Source: an optimization exercise on an open RTL-to-GDS flow (aim: small area). Production flows keep margins and buffers that such runs may drop.
In this exercise RTL edits were held to simulation tests only and were not proved equivalent to the original.
The flow treats the clock pin as an ideal source. Dropping or thinning the clock tree relies on that and would not hold on a real chip.
Power figures rest on the tool's default switching activity, not on a simulated workload.

==> run a <==
// Pong
module Pong (
   output j01,
   output j02,
   output j03,
   output j04,
   output j05,
   output j06,
   input j13,
   input j14,
   input j15,
   input j16,
   input j17,
   input j18,
   input clk_in,
   input rst_n
);
Settings: LEC_CHECK=0, CAP_MARGIN=20, CORE_MARGIN=2, CORE_UTILIZATION=70, SLEW_MARGIN=20; clock period 10.0 ns.
standard.sh (not shown) runs the stock make flow with config.mk's settings and CLKGATE_MAP_FILE= SYNTH_SCRIPT=/design/flow/synth_recipe.tcl, a recipe that flattens the netlist after the stock synthesis.
==> flow/flow/run.sh <==
#!/bin/bash
# Own layout flow: the standard synthesis, then the logic between the
# registers is re-mapped with a stronger ABC script (the registers, their
# names and cell types are kept), then the standard layout from the
# floorplan on. Each tool writes its output to a log file of its own.
set -euo pipefail
WORK=$(pwd)
FLOWDIR=$WORK/flow
R=$WORK/orfs/results/${FLOW_PLATFORM}/Pong/base
LIB=$FLOW_HOME/platforms/${FLOW_PLATFORM}/lib/sky130_fd_sc_hd__tt_025C_1v80.lib
# layout options (clock tree and port buffers)
source $FLOWDIR/opts.sh

# 1. standard synthesis
bash standard.sh synth > $WORK/log_1_synth.txt 2>&1
cp $R/1_2_yosys.v $WORK/1_2_yosys_standard.v

# 2. re-map the combinational logic (four seeds of ABC's deepsyn, the
#    smallest result is kept)
python3 $FLOWDIR/genlogic.py $LIB $WORK/cells_logic.v > $WORK/log_2_genlogic.txt 2>&1
DONT_USE=$(grep -o 'cell *( *"\?sky130_fd_sc_hd__\(lpflow\|probe\)[a-z0-9_]*' $LIB | sed 's/.*(\s*"\?//' | sed 's/^/-dont_use /' | tr '\n' ' ')
for S in 1 2 3 4; do
  sed "s/@SEED@/$S/" $FLOWDIR/area.abc > $WORK/area_$S.abc
  cat > $WORK/reabc_$S.ys <<EOT
read_liberty -lib $LIB
read_verilog $WORK/cells_logic.v
read_verilog $WORK/1_2_yosys_standard.v
hierarchy -top $FLOW_TOP
rename -hide w:_* c:_*
flatten
techmap
opt -fast
abc -liberty $LIB $DONT_USE -script $WORK/area_$S.abc
read_liberty -lib -overwrite $LIB
opt_clean -purge
splitnets
opt_clean -purge
hilomap -singleton -hicell sky130_fd_sc_hd__conb_1 HI -locell sky130_fd_sc_hd__conb_1 LO
insbuf -buf sky130_fd_sc_hd__buf_4 A X
check -assert -mapped
tee -o $WORK/area_$S.txt stat -liberty $LIB
write_verilog -noattr -noexpr -nohex -nodec $WORK/reabc_$S.v
EOT
  yosys -s $WORK/reabc_$S.ys > $WORK/log_2_reabc_$S.txt 2>&1 &
done
wait
BEST=$(for S in 1 2 3 4; do
  if [[ -s $WORK/area_$S.txt && -s $WORK/reabc_$S.v ]]; then
    echo "$(grep 'Chip area' $WORK/area_$S.txt | awk '{print $NF}') $S"
  fi
done | sort -g | head -1 | awk '{print $2}')
echo "kept seed $BEST" > $WORK/log_2_choice.txt
cp $WORK/reabc_$BEST.v $R/1_2_yosys.v

# 3. standard layout from the synthesized netlist on
#    (after clock_tree_synthesis, flow/clock_tree.tcl replaces its tree with a
#    two-level one of fewer buffers)
POST_CTS_TCL=$FLOWDIR/clock_tree.tcl CTS_ARGS="$OPT_CTS_ARGS" BUFFER_PORTS_ARGS="$OPT_BUFFER_PORTS_ARGS" bash standard.sh finish > $WORK/log_3_layout.txt 2>&1
==> flow/flow/clock_tree.tcl <==
# Replaces the clock tree that clock_tree_synthesis built with a two-level
# tree: one root buffer driving K leaf buffers, each placed at the centre of a
# cluster of at most ceil(n/K)+1 flip-flops. Used as ORFS's POST_CTS_TCL hook.
proc remove_clock_tree {} {
  set block [ord::get_db_block]
  set clknet [$block findNet clk_in]
  set bufs {}
  foreach inst [$block getInsts] {
    set m [[$inst getMaster] getName]
    if {[string match "sky130_fd_sc_hd__clkbuf_*" $m]} {
      set a [$inst findITerm A]
      set an [$a getNet]
      if {$an != "NULL" && [$an getSigType] == "CLOCK"} { lappend bufs $inst }
    }
  }
  foreach inst [$block getInsts] {
    set it [$inst findITerm CLK]
    if {$it != "NULL" && [$it getNet] != "NULL"} {
      set net [$it getNet]
      if {[$net getName] != "clk_in"} { $it disconnect; $it connect $clknet }
    }
  }
  set nets {}
  foreach b $bufs {
    set xn [[$b findITerm X] getNet]
    if {$xn != "NULL"} { lappend nets $xn }
    odb::dbInst_destroy $b
  }
  foreach n [lsort -unique $nets] {
    if {[llength [$n getITerms]] == 0 && [llength [$n getBTerms]] == 0} { odb::dbNet_destroy $n }
  }
  puts "removed [llength $bufs] clock buffers"
}
# manual two-level clock tree: K leaf clkbuf cells at the centroids of K
# clusters of flip-flops, driven by one root buffer at the clock port side.
proc build_clock_tree {K leafcell rootcell} {
  set db [ord::get_db]
  set block [ord::get_db_block]
  set clknet [$block findNet clk_in]
  set flops {}
  foreach it [$clknet getITerms] {
    lappend flops [$it getInst]
  }
  set n [llength $flops]
  # coordinates
  set xs {}; set ys {}
  foreach f $flops {
    set b [$f getBBox]
    lappend xs [expr {([$b xMin] + [$b xMax]) / 2.0}]
    lappend ys [expr {([$b yMin] + [$b yMax]) / 2.0}]
  }
  # k-means, initial centers spread by sorting on x then y
  set idx [lsort -integer -indices [lmap x $xs {expr {int($x)}}]]
  set cx {}; set cy {}
  for {set k 0} {$k < $K} {incr k} {
    set i [lindex $idx [expr {int(($k + 0.5) * $n / $K)}]]
    lappend cx [lindex $xs $i]; lappend cy [lindex $ys $i]
  }
  set assign [lrepeat $n 0]
  for {set iter 0} {$iter < 20} {incr iter} {
    # balanced assignment: closest (flop, center) pairs first, at most cap per center
    set cap [expr {($n + $K - 1) / $K + 1}]
    set pairs {}
    for {set i 0} {$i < $n} {incr i} {
      for {set k 0} {$k < $K} {incr k} {
        lappend pairs [list [expr {abs([lindex $xs $i] - [lindex $cx $k]) + abs([lindex $ys $i] - [lindex $cy $k])}] $i $k]
      }
    }
    set pairs [lsort -real -index 0 $pairs]
    set cnt [lrepeat $K 0]
    set done [lrepeat $n 0]
    foreach p $pairs {
      lassign $p d i k
      if {[lindex $done $i] || [lindex $cnt $k] >= $cap} continue
      lset assign $i $k; lset done $i 1; lset cnt $k [expr {[lindex $cnt $k] + 1}]
    }
    for {set k 0} {$k < $K} {incr k} {
      set sx 0; set sy 0; set c 0
      for {set i 0} {$i < $n} {incr i} {
        if {[lindex $assign $i] == $k} {set sx [expr {$sx + [lindex $xs $i]}]; set sy [expr {$sy + [lindex $ys $i]}]; incr c}
      }
      if {$c > 0} {lset cx $k [expr {$sx / $c}]; lset cy $k [expr {$sy / $c}]}
    }
  }
  set lm [$db findMaster $leafcell]
  set rm [$db findMaster $rootcell]
  # root buffer at the centroid of the leaf buffers
  set root [odb::dbInst_create $block $rm "clkroot"]
  set rootnet [odb::dbNet_create $block "clknet_root"]
  $rootnet setSigType CLOCK
  set rx 0; set ry 0
  foreach x $cx y $cy {set rx [expr {$rx + $x}]; set ry [expr {$ry + $y}]}
  $root setLocation [expr {int($rx / $K)}] [expr {int($ry / $K)}]
  $root setPlacementStatus PLACED
  for {set k 0} {$k < $K} {incr k} {
    set leaf [odb::dbInst_create $block $lm "clkleaf_$k"]
    set net [odb::dbNet_create $block "clknet_leaf_$k"]
    $net setSigType CLOCK
    $leaf setLocation [expr {int([lindex $cx $k])}] [expr {int([lindex $cy $k])}]
    $leaf setPlacementStatus PLACED
    [$leaf findITerm A] connect $rootnet
    [$leaf findITerm X] connect $net
    for {set i 0} {$i < $n} {incr i} {
      if {[lindex $assign $i] == $k} {
        set it [[lindex $flops $i] findITerm CLK]
        $it disconnect
        $it connect $net
      }
    }
  }
  [$root findITerm A] connect $clknet
  [$root findITerm X] connect $rootnet
  # report cluster sizes
  set sizes {}
  for {set k 0} {$k < $K} {incr k} {lappend sizes [llength [lsearch -all $assign $k]]}
  puts "CLUSTERS $sizes"
}

remove_clock_tree
build_clock_tree 12 sky130_fd_sc_hd__clkbuf_8 sky130_fd_sc_hd__clkbuf_8
detailed_placement
check_placement -verbose
estimate_parasitics -placement
Other scripts of this flow, unchanged in this note and not shown: flow/flow/area.abc, flow/flow/genlogic.py, flow/flow/opts.sh
==> inputs of run b, as changes to run a <==
--- a/flow/flow/run.sh
+++ b/flow/flow/run.sh
@@ -15,11 +15,11 @@
 bash standard.sh synth > $WORK/log_1_synth.txt 2>&1
 cp $R/1_2_yosys.v $WORK/1_2_yosys_standard.v
 
-# 2. re-map the combinational logic (four seeds of ABC's deepsyn, the
+# 2. re-map the combinational logic (a few seeds of ABC's deepsyn, the
 #    smallest result is kept)
 python3 $FLOWDIR/genlogic.py $LIB $WORK/cells_logic.v > $WORK/log_2_genlogic.txt 2>&1
 DONT_USE=$(grep -o 'cell *( *"\?sky130_fd_sc_hd__\(lpflow\|probe\)[a-z0-9_]*' $LIB | sed 's/.*(\s*"\?//' | sed 's/^/-dont_use /' | tr '\n' ' ')
-for S in 1 2 3 4; do
+for S in 1 2 3; do
   sed "s/@SEED@/$S/" $FLOWDIR/area.abc > $WORK/area_$S.abc
   cat > $WORK/reabc_$S.ys <<EOT
 read_liberty -lib $LIB
@@ -44,7 +44,7 @@
   yosys -s $WORK/reabc_$S.ys > $WORK/log_2_reabc_$S.txt 2>&1 &
 done
 wait
-BEST=$(for S in 1 2 3 4; do
+BEST=$(for S in 1 2 3; do
   if [[ -s $WORK/area_$S.txt && -s $WORK/reabc_$S.v ]]; then
     echo "$(grep 'Chip area' $WORK/area_$S.txt | awk '{print $NF}') $S"
   fi
@@ -53,6 +53,4 @@
 cp $WORK/reabc_$BEST.v $R/1_2_yosys.v
 
 # 3. standard layout from the synthesized netlist on
-#    (after clock_tree_synthesis, flow/clock_tree.tcl replaces its tree with a
-#    two-level one of fewer buffers)
-POST_CTS_TCL=$FLOWDIR/clock_tree.tcl CTS_ARGS="$OPT_CTS_ARGS" BUFFER_PORTS_ARGS="$OPT_BUFFER_PORTS_ARGS" bash standard.sh finish > $WORK/log_3_layout.txt 2>&1
+CTS_ARGS="$OPT_CTS_ARGS" BUFFER_PORTS_ARGS="$OPT_BUFFER_PORTS_ARGS" bash standard.sh finish > $WORK/log_3_layout.txt 2>&1
removed: flow/flow/clock_tree.tcl
==> qor summary <==
quantity                                                                run b      run a
Outcome                                              timing/DRC/antenna clean  timing/DRC/antenna clean
Non-clock inverter count                                                  173        194
Cell count after placement                                               1558       1566
Number of optimization iterations in the first detailed-route pass          8          6
Layout cell share with drive strength beyond 1                          1.57%      1.21%
Met2 demand-to-capacity share in global routing                         59.7%      56.7%
Share of the core filled with cells in the final layout                 75.5%      75.5%
Multi-input comb cells                                                   1014       1002
Max Clock Skew                                                      0.0346 ns  0.0132 ns
Mean instance size in the synthesized netlist                        6.94 µm²   6.93 µm²
Synthesized net count                                                    1372       1381
Lkg Pwr                                                               3.36 nW    3.34 nW
Capture point of the worst path                                         yk[7]     rgb[2]
Largest net degree at the start of global routing                          40         37
In run a the design's own scripts or RTL, not TritonCTS, make the clock network.

## separate check: timing with driven ports
The flow's constraints put no driver on any port. The routed layouts listed below were extracted and timed again, unchanged, in two steps.
Step 1 sets driving cells, clkbuf_16 on the clock port and buf_2 on the other inputs (assumed; they add their load-dependent delay and slew).
Step 2 adds t to the input delays and takes it off the output delays; t is the mean of the earliest and latest rising clock arrival at the registers after step 1. Input paths then give back, and output paths get back, about the clock's delay inside the block.
Slacks: ideal / step 1 / step 2; pairs: ideal / step 1.
run	shift t [ns]	setup slack, ns	hold slack, ns
run a	0.495	4.606 / 4.606 / 4.606	0.433 / 0.433 / 0.433
run b	0.499	5.081 / 5.092 / 4.599	0.446 / 0.446 / 0.446
After both steps every run listed still meets setup and hold. For run b, which loses most, drivers alone change the setup slack by +0.011 ns; drivers and shift together by -0.482 ns.
